From an optimization exercise on the open Yosys and OpenROAD flow, aimed at small area; shortcuts taken in it are not production practice.
Where RTL was checked, it was by simulation tests only, not by an equivalence proof against the original.
No activity file was given, so power comes from the tool's default toggle rates.

==> module pc_mux, before the edit <==
module pc_mux(input [31:0] target, pc4, input s, input s_n, output [31:0] y);
    genvar b;
    generate
        for (b = 0; b < 32; b = b + 1) begin : m
            cell_ao22 c(.a1(target[b]), .a2(s), .b1(pc4[b]), .b2(s_n), .y(y[b]));
        end
    endgenerate
endmodule
==> module rf_wmux, before the edit <==
module rf_wmux(input [31:0] d, input [31:0] q, input we, input we_n, output [31:0] y);
    genvar b;
    generate
        for (b = 0; b < 32; b = b + 1) begin : m
            cell_ao22 c(.a1(d[b]), .a2(we), .b1(q[b]), .b2(we_n), .y(y[b]));
        end
    endgenerate
endmodule
==> module cell_ao22, before the edit <==
module cell_ao22(input a1, a2, b1, b2, output y);
    assign y = (a1 & a2) | (b1 & b2);
endmodule
==> flow/config.mk <==
export PLATFORM = sky130hd
export DESIGN_NAME = Pipeline_CPU
export DESIGN_NICKNAME = Pipeline_CPU
export VERILOG_FILES = /design/flow/design.v
export SDC_FILE = /design/flow/constraint.sdc
export NUM_CORES = 8
export LEC_CHECK = 0
export CAP_MARGIN = 20
export CORE_MARGIN = 2
export CORE_UTILIZATION = 60
export GPL_TIMING_DRIVEN = 1
export SLEW_MARGIN = 20
export SYNTH_HIERARCHICAL = 1
==> flow/constraint.sdc <==
create_clock -name core_clock -period 6.3 [get_ports {clk}]
set_input_delay 1.2600 -clock core_clock [delete_from_list [all_inputs] [get_ports {clk}]]
set_output_delay 1.2600 -clock core_clock [all_outputs]
set_load 0.01 [all_outputs]
standard.sh (not shown) runs the stock make flow with config.mk's settings and CLKGATE_MAP_FILE= SYNTH_SCRIPT=/design/flow/synth_recipe.tcl, a recipe that flattens the netlist after the stock synthesis.
==> flow/flow/run.sh <==
#!/bin/bash
# Layout flow: the standard flow (standard.sh) with these changes:
#  - the port buffers are the smallest buffer cell (buf_1);
#  - the clock tree is built from clkbuf_8, with clkbuf_4 driving
#    clusters of at most 8 sinks, without dummy loads;
#  - the larger buffers (buf_6 and up) are not used, so that repair
#    buffers the high-fanout nets with small buffers;
#  - the buffers synthesis made are removed before placement
#    (REMOVE_ABC_BUFFERS), as the standard flow's timing-driven
#    placement would.
# Each step's full log is under orfs/logs; standard.sh's own output goes
# to standard.log.
set -e
PLATFORM_DONT_USE="$(sed -n '/^export DONT_USE_CELLS += /,/^#/p' $FLOW_HOME/platforms/sky130hd/config.mk | grep -o 'sky130_fd_sc_hd__[a-z0-9_]*' | tr '\n' ' ')"
EXTRA_DONT_USE="sky130_fd_sc_hd__buf_6 sky130_fd_sc_hd__buf_8 sky130_fd_sc_hd__buf_12 sky130_fd_sc_hd__buf_16 sky130_fd_sc_hd__bufbuf_8 sky130_fd_sc_hd__bufbuf_16"
export BUFFER_PORTS_ARGS="-buffer_cell sky130_fd_sc_hd__buf_1"
export CTS_ARGS="-sink_clustering_enable -repair_clock_nets -buf_list sky130_fd_sc_hd__clkbuf_8 -sink_clustering_buffer sky130_fd_sc_hd__clkbuf_4 -sink_clustering_size 8 -sink_clustering_max_diameter 35 -dont_use_dummy_load"
bash standard.sh "DONT_USE_CELLS=$PLATFORM_DONT_USE $EXTRA_DONT_USE" REMOVE_ABC_BUFFERS=1 finish > standard.log 2>&1
Then changed:
--- a/flow/design.v
+++ b/flow/design.v
@@ -59,12 +59,7 @@
     assign PC_out_IF = PC_q;
 endmodule
 module pc_mux(input [31:0] target, pc4, input s, input s_n, output [31:0] y);
-    genvar b;
-    generate
-        for (b = 0; b < 32; b = b + 1) begin : m
-            cell_ao22 c(.a1(target[b]), .a2(s), .b1(pc4[b]), .b2(s_n), .y(y[b]));
-        end
-    endgenerate
+    assign y = (target & {32{s}}) | (pc4 & {32{s_n}});
 endmodule
 module IF_reg_ID(
     input wire clk_IFID,
@@ -131,12 +126,7 @@
     endgenerate
 endmodule
 module rf_wmux(input [31:0] d, input [31:0] q, input we, input we_n, output [31:0] y);
-    genvar b;
-    generate
-        for (b = 0; b < 32; b = b + 1) begin : m
-            cell_ao22 c(.a1(d[b]), .a2(we), .b1(q[b]), .b2(we_n), .y(y[b]));
-        end
-    endgenerate
+    assign y = (d & {32{we}}) | (q & {32{we_n}});
 endmodule
 module rf_rbit(input [31:1] d, input [31:1] s, output y);
     wire [10:0] t;
@@ -169,9 +159,6 @@
 module cell_or3(input a, b, c, output y);
     assign y = a | b | c;
 endmodule
-module cell_ao22(input a1, a2, b1, b2, output y);
-    assign y = (a1 & a2) | (b1 & b2);
-endmodule
 module cell_inv(input a, output y);
     assign y = ~a;
 endmodule
Effect:
- final cell count is about the same
- synthesized cell count rises by 4.1%
- count of clock-buffer cells in the layout rises by 1
- hold slack gets worse by 0.022 ns
- worst setup slack gets worse by 0.081 ns
- combinational power is about the same

Pipeline_CPU, a different RTL version from the one above (not shown whole).
==> module add_32, before the edit <==
module add_32(
    input  [31:0] a,
    input  [31:0] b,
    input         ci,
    output [31:0] c,
    output        co
);
    wire [31:0] p, g;
    add_pg pg(.a(a), .b(b), .p(p), .g(g));
    alu_carry carry(.p(p), .g(g), .ci(ci), .s(c), .co(co));
endmodule
==> module add_pg, before the edit <==
module add_pg(input [31:0] a, input [31:0] b, output [31:0] p, output [31:0] g);
    assign p = a ^ b;
    assign g = a & b;
endmodule
==> module Regs, before the edit <==
module Regs(
    input clk,
    input rst,
    input [4:0] Rs1_addr,
    input [4:0] Rs2_addr,
    input [4:0] Wt_addr,
    input [31:0] Wt_data,
    input RegWrite,
    output [31:0] Rs1_data,
    output [31:0] Rs2_data
);
    reg [32*32-1:32] register;
    reg [31:1] valid;
    wire [31:1] we, we_n;
    wire [31:1] sel1, sel2;
    wire [32*32-1:32] next;
    genvar i, b;
    generate
        for (i = 1; i < 32; i = i + 1) begin : dec
            assign we[i] = RegWrite && (Wt_addr == i);
            assign we_n[i] = ~we[i];
            rf_wmux wm(.d(Wt_data), .q(register[i*32 +: 32]), .we(we[i]), .we_n(we_n[i]),
                       .y(next[i*32 +: 32]));
            assign sel1[i] = valid[i] & (Rs1_addr == i);
            assign sel2[i] = valid[i] & (Rs2_addr == i);
        end
    endgenerate
    integer k;
    always @(posedge clk) begin
        register <= next;
    end
    always @(posedge clk or posedge rst) begin
        if (rst) valid <= 31'b0;
        else valid <= valid | we;
    end
    generate
        for (b = 0; b < 32; b = b + 1) begin : rd
            wire [31:1] col;
            for (i = 1; i < 32; i = i + 1) begin : c
                assign col[i] = register[i*32 + b];
            end
            rf_rbit r1(.d(col), .s(sel1), .y(Rs1_data[b]));
            rf_rbit r2(.d(col), .s(sel2), .y(Rs2_data[b]));
        end
    endgenerate
endmodule
==> module rf_wmux, before the edit <==
module rf_wmux(input [31:0] d, input [31:0] q, input we, input we_n, output [31:0] y);
    assign y = (d & {32{we}}) | (q & {32{we_n}});
endmodule
clock: 6.3 ns
lec_check: 0
cap_margin: 20
core_margin: 2
core_utilization: 60
gpl_timing_driven: 0
slew_margin: 20
synth_hierarchical: 1
==> flow/flow/run.sh <==
#!/bin/bash
# Layout flow: the standard flow (standard.sh) with these changes:
#  - the port buffers are the smallest buffer cell (buf_1);
#  - the clock tree is built from clkbuf_8 in clusters of at most 16
#    sinks, without dummy loads;
#  - the larger buffers (buf_6 and up) are not used, so that repair
#    buffers the high-fanout nets with small buffers;
#  - the buffers synthesis made are removed before placement
#    (REMOVE_ABC_BUFFERS), as the standard flow's timing-driven
#    placement would.
# Each step's full log is under orfs/logs; standard.sh's own output goes
# to standard.log.
set -e
PLATFORM_DONT_USE="$(sed -n '/^export DONT_USE_CELLS += /,/^#/p' $FLOW_HOME/platforms/sky130hd/config.mk | grep -o 'sky130_fd_sc_hd__[a-z0-9_]*' | tr '\n' ' ')"
EXTRA_DONT_USE="sky130_fd_sc_hd__buf_6 sky130_fd_sc_hd__buf_8 sky130_fd_sc_hd__buf_12 sky130_fd_sc_hd__buf_16 sky130_fd_sc_hd__bufbuf_8 sky130_fd_sc_hd__bufbuf_16"
export BUFFER_PORTS_ARGS="-buffer_cell sky130_fd_sc_hd__buf_1"
export CTS_ARGS="-sink_clustering_enable -repair_clock_nets -buf_list sky130_fd_sc_hd__clkbuf_8 -sink_clustering_size 16 -sink_clustering_max_diameter 50 -dont_use_dummy_load"
bash standard.sh "DONT_USE_CELLS=$PLATFORM_DONT_USE $EXTRA_DONT_USE" REMOVE_ABC_BUFFERS=1 finish > standard.log 2>&1
Then changed:
--- a/flow/design.v
+++ b/flow/design.v
@@ -5,13 +5,25 @@
     output [31:0] c,
     output        co
 );
-    wire [31:0] p, g;
-    add_pg pg(.a(a), .b(b), .p(p), .g(g));
-    alu_carry carry(.p(p), .g(g), .ci(ci), .s(c), .co(co));
-endmodule
-module add_pg(input [31:0] a, input [31:0] b, output [31:0] p, output [31:0] g);
-    assign p = a ^ b;
-    assign g = a & b;
+    reg [31:0] p, g;
+    integer i, j;
+    always @* begin
+        p = a ^ b;
+        g = a & b;
+        g[0] = g[0] | (p[0] & ci);
+        for (i = 1; i <= 5; i = i + 1)
+            for (j = 2**i - 1; j < 32; j = j + 2**i) begin
+                g[j] = g[j] | (p[j] & g[j - 2**(i-1)]);
+                p[j] = p[j] & p[j - 2**(i-1)];
+            end
+        for (i = 5; i > 0; i = i - 1)
+            for (j = 2**i + 2**(i-1) - 1; j < 32; j = j + 2**i) begin
+                g[j] = g[j] | (p[j] & g[j - 2**(i-1)]);
+                p[j] = p[j] & p[j - 2**(i-1)];
+            end
+    end
+    assign c = a ^ b ^ {g[30:0], ci};
+    assign co = g[31];
 endmodule
 module inc30(
     input  [31:0] a,
@@ -94,23 +106,20 @@
 );
     reg [32*32-1:32] register;
     reg [31:1] valid;
-    wire [31:1] we, we_n;
+    wire [31:1] we;
     wire [31:1] sel1, sel2;
-    wire [32*32-1:32] next;
     genvar i, b;
     generate
         for (i = 1; i < 32; i = i + 1) begin : dec
             assign we[i] = RegWrite && (Wt_addr == i);
-            assign we_n[i] = ~we[i];
-            rf_wmux wm(.d(Wt_data), .q(register[i*32 +: 32]), .we(we[i]), .we_n(we_n[i]),
-                       .y(next[i*32 +: 32]));
             assign sel1[i] = valid[i] & (Rs1_addr == i);
             assign sel2[i] = valid[i] & (Rs2_addr == i);
         end
     endgenerate
     integer k;
     always @(posedge clk) begin
-        register <= next;
+        for (k = 1; k < 32; k = k + 1)
+            if (we[k]) register[k*32 +: 32] <= Wt_data;
     end
     always @(posedge clk or posedge rst) begin
         if (rst) valid <= 31'b0;
@@ -127,9 +136,6 @@
         end
     endgenerate
 endmodule
-module rf_wmux(input [31:0] d, input [31:0] q, input we, input we_n, output [31:0] y);
-    assign y = (d & {32{we}}) | (q & {32{we_n}});
-endmodule
 module rf_rbit(input [31:1] d, input [31:1] s, output y);
     wire [10:0] t;
     genvar i;
Maximum frequency rose by 0.47%; sequential power is higher by about 10%; die area fell by about 0.8%; total power came out higher by 11%; first-iteration DRC count falls by about 15%; synthesized area came out lower by 0.77%; hold slack improves by 0.013 ns; design area went up by 0.77%; core utilization went up by 0.79 points.
No functional check of the RTL was part of any run of this note.

==> separate check: timing with driven ports <==
The results above use ideal ports. As a check the final layouts listed here were re-extracted and re-timed, cells and wires unchanged.
Step 1: set_driving_cell puts a clkbuf_16 on clk and a buf_2 on each other input, an assumption about the parent block.
Step 2 times the ports against the registers' clock, not the clock port: input delays grow and output delays shrink by t, the midpoint of the rising clock arrivals with the driver on.
a / b / c = ideal ports / drivers / drivers and shift; a / b = the first two.
| run | shift t [ns] | setup WS [ns] | slew at the worst register clock pin (ns) | worst data-port slew with drivers (ns) |
|---|---|---|---|---|
| the first run of note 1 | 0.945 | 0.241 / 0.168 / 0.313 | 0.10 / 0.10 | 0.06 |
| the second run of note 1 | 0.944 | 0.160 / 0.082 / 0.232 | 0.10 / 0.10 | 0.07 |
| the first run of note 2 | 0.908 | 0.165 / 0.093 / 0.261 | 0.10 / 0.10 | 0.08 |
| the second run of note 2 | 0.906 | 0.194 / 0.129 / 0.232 | 0.10 / 0.10 | 0.05 |
After both steps every run listed still meets setup and hold.
